Source: an optimization exercise on an open RTL-to-GDS flow (aim: small area and a short achievable clock period). Production flows keep margins and buffers that such runs may drop. Function was checked by simulation only, so behaviour that the tests miss may differ from the original.

Design ALU, start of the top module:
module ALU( clk, rst, sw, c, d, led, dp );
  input [15:0] sw;
  input clk;
  input rst;
  output reg dp;
  output reg [0:6] c;
  output reg [3:0] d;
  output reg [15:0] led;    
  wire led15 = led[15];
  wire led14 = led[14];
  reg [15:0] s;       
  reg [15:0] p;       
  reg [3:0]  m;       
  reg [4:0]  k;       
  wire first = (m == 4'd10);
  function [16:0] addc(input [15:0] a, input [15:0] b, input ci);
    integer i;
    reg cy;
    begin
      cy = ci;
      for (i = 0; i < 16; i = i + 1) begin
        addc[i] = a[i] ^ b[i] ^ cy;
        cy = (a[i] & b[i]) | (cy & (a[i] ^ b[i]));
      end
      addc[16] = cy;
    end
  endfunction
  function [11:0] cneg12(input [11:0] a, input ng);
    integer i;
    reg cy;
    begin
      cy = ng;
      for (i = 0; i < 12; i = i + 1) begin
        cneg12[i] = (a[i] ^ ng) ^ cy;
        cy = cy & (a[i] ^ ng);
      end
    end
  endfunction
  function [15:0] cneg16(input [15:0] a, input ng);
    integer i;
    reg cy;
    begin
      cy = ng;
      for (i = 0; i < 16; i = i + 1) begin
        cneg16[i] = (a[i] ^ ng) ^ cy;
        cy = cy & (a[i] ^ ng);
      end
    end
  endfunction
  function ovf(input [15:0] x);
    begin
      if (x[15])
        ovf = (x[14:0] <= 15'd22768);
      else
        ovf = (x[14:0] >= 15'd10000);
    end
  endfunction
  wire [5:0] sa = s[15:10];
  wire [5:0] sb = s[9:4];
  wire [2:0] scmd = s[3:1];
  wire       sfp  = s[0];
  wire       fpmd = sfp & (scmd[2:1] == 2'b01);
  wire [5:0] ua = cneg12({6'b0, sa}, sa[5]);    
  wire [5:0] ub = cneg12({6'b0, sb}, sb[5]);
  wire sa32 = (sa == 6'b100000);
  wire sb32 = (sb == 6'b100000);
  wire qneg = fpmd ? (sa32 ^ sb32) : (sa[5] ^ sb[5]);
  reg [10:0] mag_mul;
  always @* begin : mulblk
    reg [10:0] acc;
    integer i;
    acc = 0;
    for (i = 0; i < 5; i = i + 1)
      if (ub[i]) acc = addc({5'b0, acc}, {11'b0, ua[4:0]} << i, 1'b0);
    if (ua[5]) acc = {ub[4:0], 5'b0} | {ub[5], 10'b0};
    else if (ub[5]) acc = {ua[4:0], 5'b0};
    mag_mul = acc;
  end
  reg [5:0] uq;
  reg [5:0] ur;
  always @* begin : divblk
    reg [6:0] r;
    reg [16:0 ] t;
    integer j;
    r = 0;
    for (j = 5; j >= 0; j = j - 1) begin
      r = {r[5:0], ua[j]};
      t = addc({9'b0, r}, {9'h1ff, ~{1'b0, ub}}, 1'b1);    
      uq[j] = t[16];
      if (t[16]) r = t[6:0];
    end
    ur = r[5:0];
  end
  ...
Size: about 46 I/O pins, ~0.0076 mm² of cells after synthesis.
clock: 180.0 ns
lec_check: 0
abc_area: 1
cap_margin: 20
core_margin: 2
core_utilization: 65
cts_buf_list: sky130_fd_sc_hd__clkbuf_4 sky130_fd_sc_hd__clkbuf_8
gpl_timing_driven: 0
slew_margin: 20
standard.sh (not shown) runs the stock make flow with config.mk's settings and CLKGATE_MAP_FILE= SYNTH_SCRIPT=/design/flow/synth_recipe.tcl, a recipe that flattens the netlist after the stock synthesis.
==> flow/flow/run.sh <==
#!/bin/bash
# Own layout flow: the standard synthesis, then the combinational logic
# re-mapped with a stronger ABC script (registers and their names kept),
# then the standard layout from the re-mapped netlist.
set -euo pipefail
W=$(pwd)
R=$W/orfs/results/$FLOW_PLATFORM/ALU/base
YOSYS=$(command -v yosys || echo "$FLOW_HOME/../tools/install/yosys/bin/yosys")
bash standard.sh synth > "$W/std_synth.log" 2>&1
cp "$R/1_2_yosys.v" "$W/std_1_2_yosys.v"
export REMAP_LIB=$FLOW_HOME/platforms/$FLOW_PLATFORM/lib/sky130_fd_sc_hd__tt_025C_1v80.lib
export REMAP_IN=$W/std_1_2_yosys.v
export REMAP_OUT=$W/remap_1_2_yosys.v
export REMAP_SCRIPT=$W/flow/abc.script
export REMAP_TOP=$FLOW_TOP
export REMAP_DONT_USE="$(sed -n '/DONT_USE_CELLS += /,/^#/p' "$FLOW_HOME/platforms/$FLOW_PLATFORM/config.mk" | grep -o 'sky130_fd_sc_hd__[a-z0-9_]*' | tr '\n' ' ')"
"$YOSYS" -c "$W/flow/remap.tcl" > "$W/remap.log" 2>&1
cp "$REMAP_OUT" "$R/1_2_yosys.v"
rm -f "$R/1_synth.odb" "$R/1_synth.sdc"
bash standard.sh BUFFER_PORTS_ARGS="-buffer_cell sky130_fd_sc_hd__buf_1" CTS_ARGS="-sink_clustering_enable -repair_clock_nets -buf_list {sky130_fd_sc_hd__clkbuf_4 sky130_fd_sc_hd__clkbuf_8} -dont_use_dummy_load" SETUP_SLACK_MARGIN=143.1 finish > "$W/layout.log" 2>&1
Other scripts of this flow, unchanged in this note and not shown: flow/flow/abc.script, flow/flow/remap.tcl
The starting point ran to the end with no violations.
Rerun with:
--- a/flow/flow/run.sh
+++ b/flow/flow/run.sh
@@ -20 +20 @@
-bash standard.sh BUFFER_PORTS_ARGS="-buffer_cell sky130_fd_sc_hd__buf_1" CTS_ARGS="-sink_clustering_enable -repair_clock_nets -buf_list {sky130_fd_sc_hd__clkbuf_4 sky130_fd_sc_hd__clkbuf_8} -dont_use_dummy_load" SETUP_SLACK_MARGIN=143.1 finish > "$W/layout.log" 2>&1
+bash standard.sh BUFFER_PORTS_ARGS="-buffer_cell sky130_fd_sc_hd__buf_1" CTS_ARGS="-sink_clustering_enable -repair_clock_nets -buf_list {sky130_fd_sc_hd__clkbuf_4 sky130_fd_sc_hd__clkbuf_8} -dont_use_dummy_load -sink_clustering_size 30 -sink_clustering_max_diameter 300" SETUP_SLACK_MARGIN=143.1 finish > "$W/layout.log" 2>&1
Settings changed: CORE_UTILIZATION 65 to 40.
Outcome: Critical path depth stays the same; hold slack is worse by 0.0067 ns; cell area rose slightly; final cell count goes up by a few percent; sequential share of layout area decreases by 0.27 points.
Rerun with:
--- a/flow/flow/run.sh
+++ b/flow/flow/run.sh
@@ -20 +20 @@
-bash standard.sh BUFFER_PORTS_ARGS="-buffer_cell sky130_fd_sc_hd__buf_1" CTS_ARGS="-sink_clustering_enable -repair_clock_nets -buf_list {sky130_fd_sc_hd__clkbuf_4 sky130_fd_sc_hd__clkbuf_8} -dont_use_dummy_load -sink_clustering_size 30 -sink_clustering_max_diameter 300" SETUP_SLACK_MARGIN=143.1 finish > "$W/layout.log" 2>&1
+bash standard.sh BUFFER_PORTS_ARGS="-buffer_cell sky130_fd_sc_hd__buf_1" CTS_ARGS="-sink_clustering_enable -repair_clock_nets -buf_list {sky130_fd_sc_hd__clkbuf_4 sky130_fd_sc_hd__clkbuf_8} -dont_use_dummy_load" SETUP_SLACK_MARGIN=143.4 finish > "$W/layout.log" 2>&1
Cell count barely changes.
Routed wire length came out higher by 0.42%.
Sequential share of layout area goes down by 0.13 points.
Worst setup slack is better by 0.018 ns.
Rerun with:
--- a/flow/flow/run.sh
+++ b/flow/flow/run.sh
@@ -20 +20 @@
-bash standard.sh BUFFER_PORTS_ARGS="-buffer_cell sky130_fd_sc_hd__buf_1" CTS_ARGS="-sink_clustering_enable -repair_clock_nets -buf_list {sky130_fd_sc_hd__clkbuf_4 sky130_fd_sc_hd__clkbuf_8} -dont_use_dummy_load" SETUP_SLACK_MARGIN=143.4 finish > "$W/layout.log" 2>&1
+bash standard.sh BUFFER_PORTS_ARGS="-buffer_cell sky130_fd_sc_hd__buf_1" CTS_ARGS="-sink_clustering_enable -repair_clock_nets -buf_list {sky130_fd_sc_hd__clkbuf_4 sky130_fd_sc_hd__clkbuf_8} -dont_use_dummy_load" SETUP_SLACK_MARGIN=143.1 finish > "$W/layout.log" 2>&1
Final area goes down by a few percent.
Cell count barely changes.
Setup slack is worse by 0.018 ns.
Wire length fell slightly.
Hold slack degrades by 0.019 ns.
Global-route usage climbs by 0.44 points.

-- static timing again, ports no longer ideal --
The flow's constraints put no driver on any port. The routed layouts listed below were extracted and timed again, unchanged, in two steps. Step 1 sets driving cells, clkbuf_16 on the clock port and buf_2 on the other inputs (assumed; they add their load-dependent delay and slew). Step 2 adds t to the input delays and takes it off the output delays; t is the mean of the earliest and latest rising clock arrival at the registers after step 1. Input paths then give back, and output paths get back, about the clock's delay inside the block. Three values: ideal, step 1, step 2; two values: the first two.
| run | t, ns | slack for setup (ns) | worst hold slack (ns) | worst setup path after step 2 | cell pins on the clock port's net |
|---|---|---|---|---|---|
| the first run | 0.376 | 143.124 / 143.092 / 142.803 | 0.461 / 0.461 / 0.461 | input to register | 1 |
| the second run | 0.369 | 143.111 / 143.073 / 142.840 | 0.454 / 0.454 / 0.454 | input to register | 1 |
| the third run | 0.365 | 143.129 / 143.097 / 142.890 | 0.474 / 0.474 / 0.474 | input to register | 1 |
| the fourth run | 0.369 | 143.111 / 143.073 / 142.840 | 0.454 / 0.454 / 0.454 | input to register | 1 |
After both steps setup and hold are still met in every run listed. For the first run, which loses most, drivers alone change the setup slack by -0.032 ns; drivers and shift together by -0.321 ns.
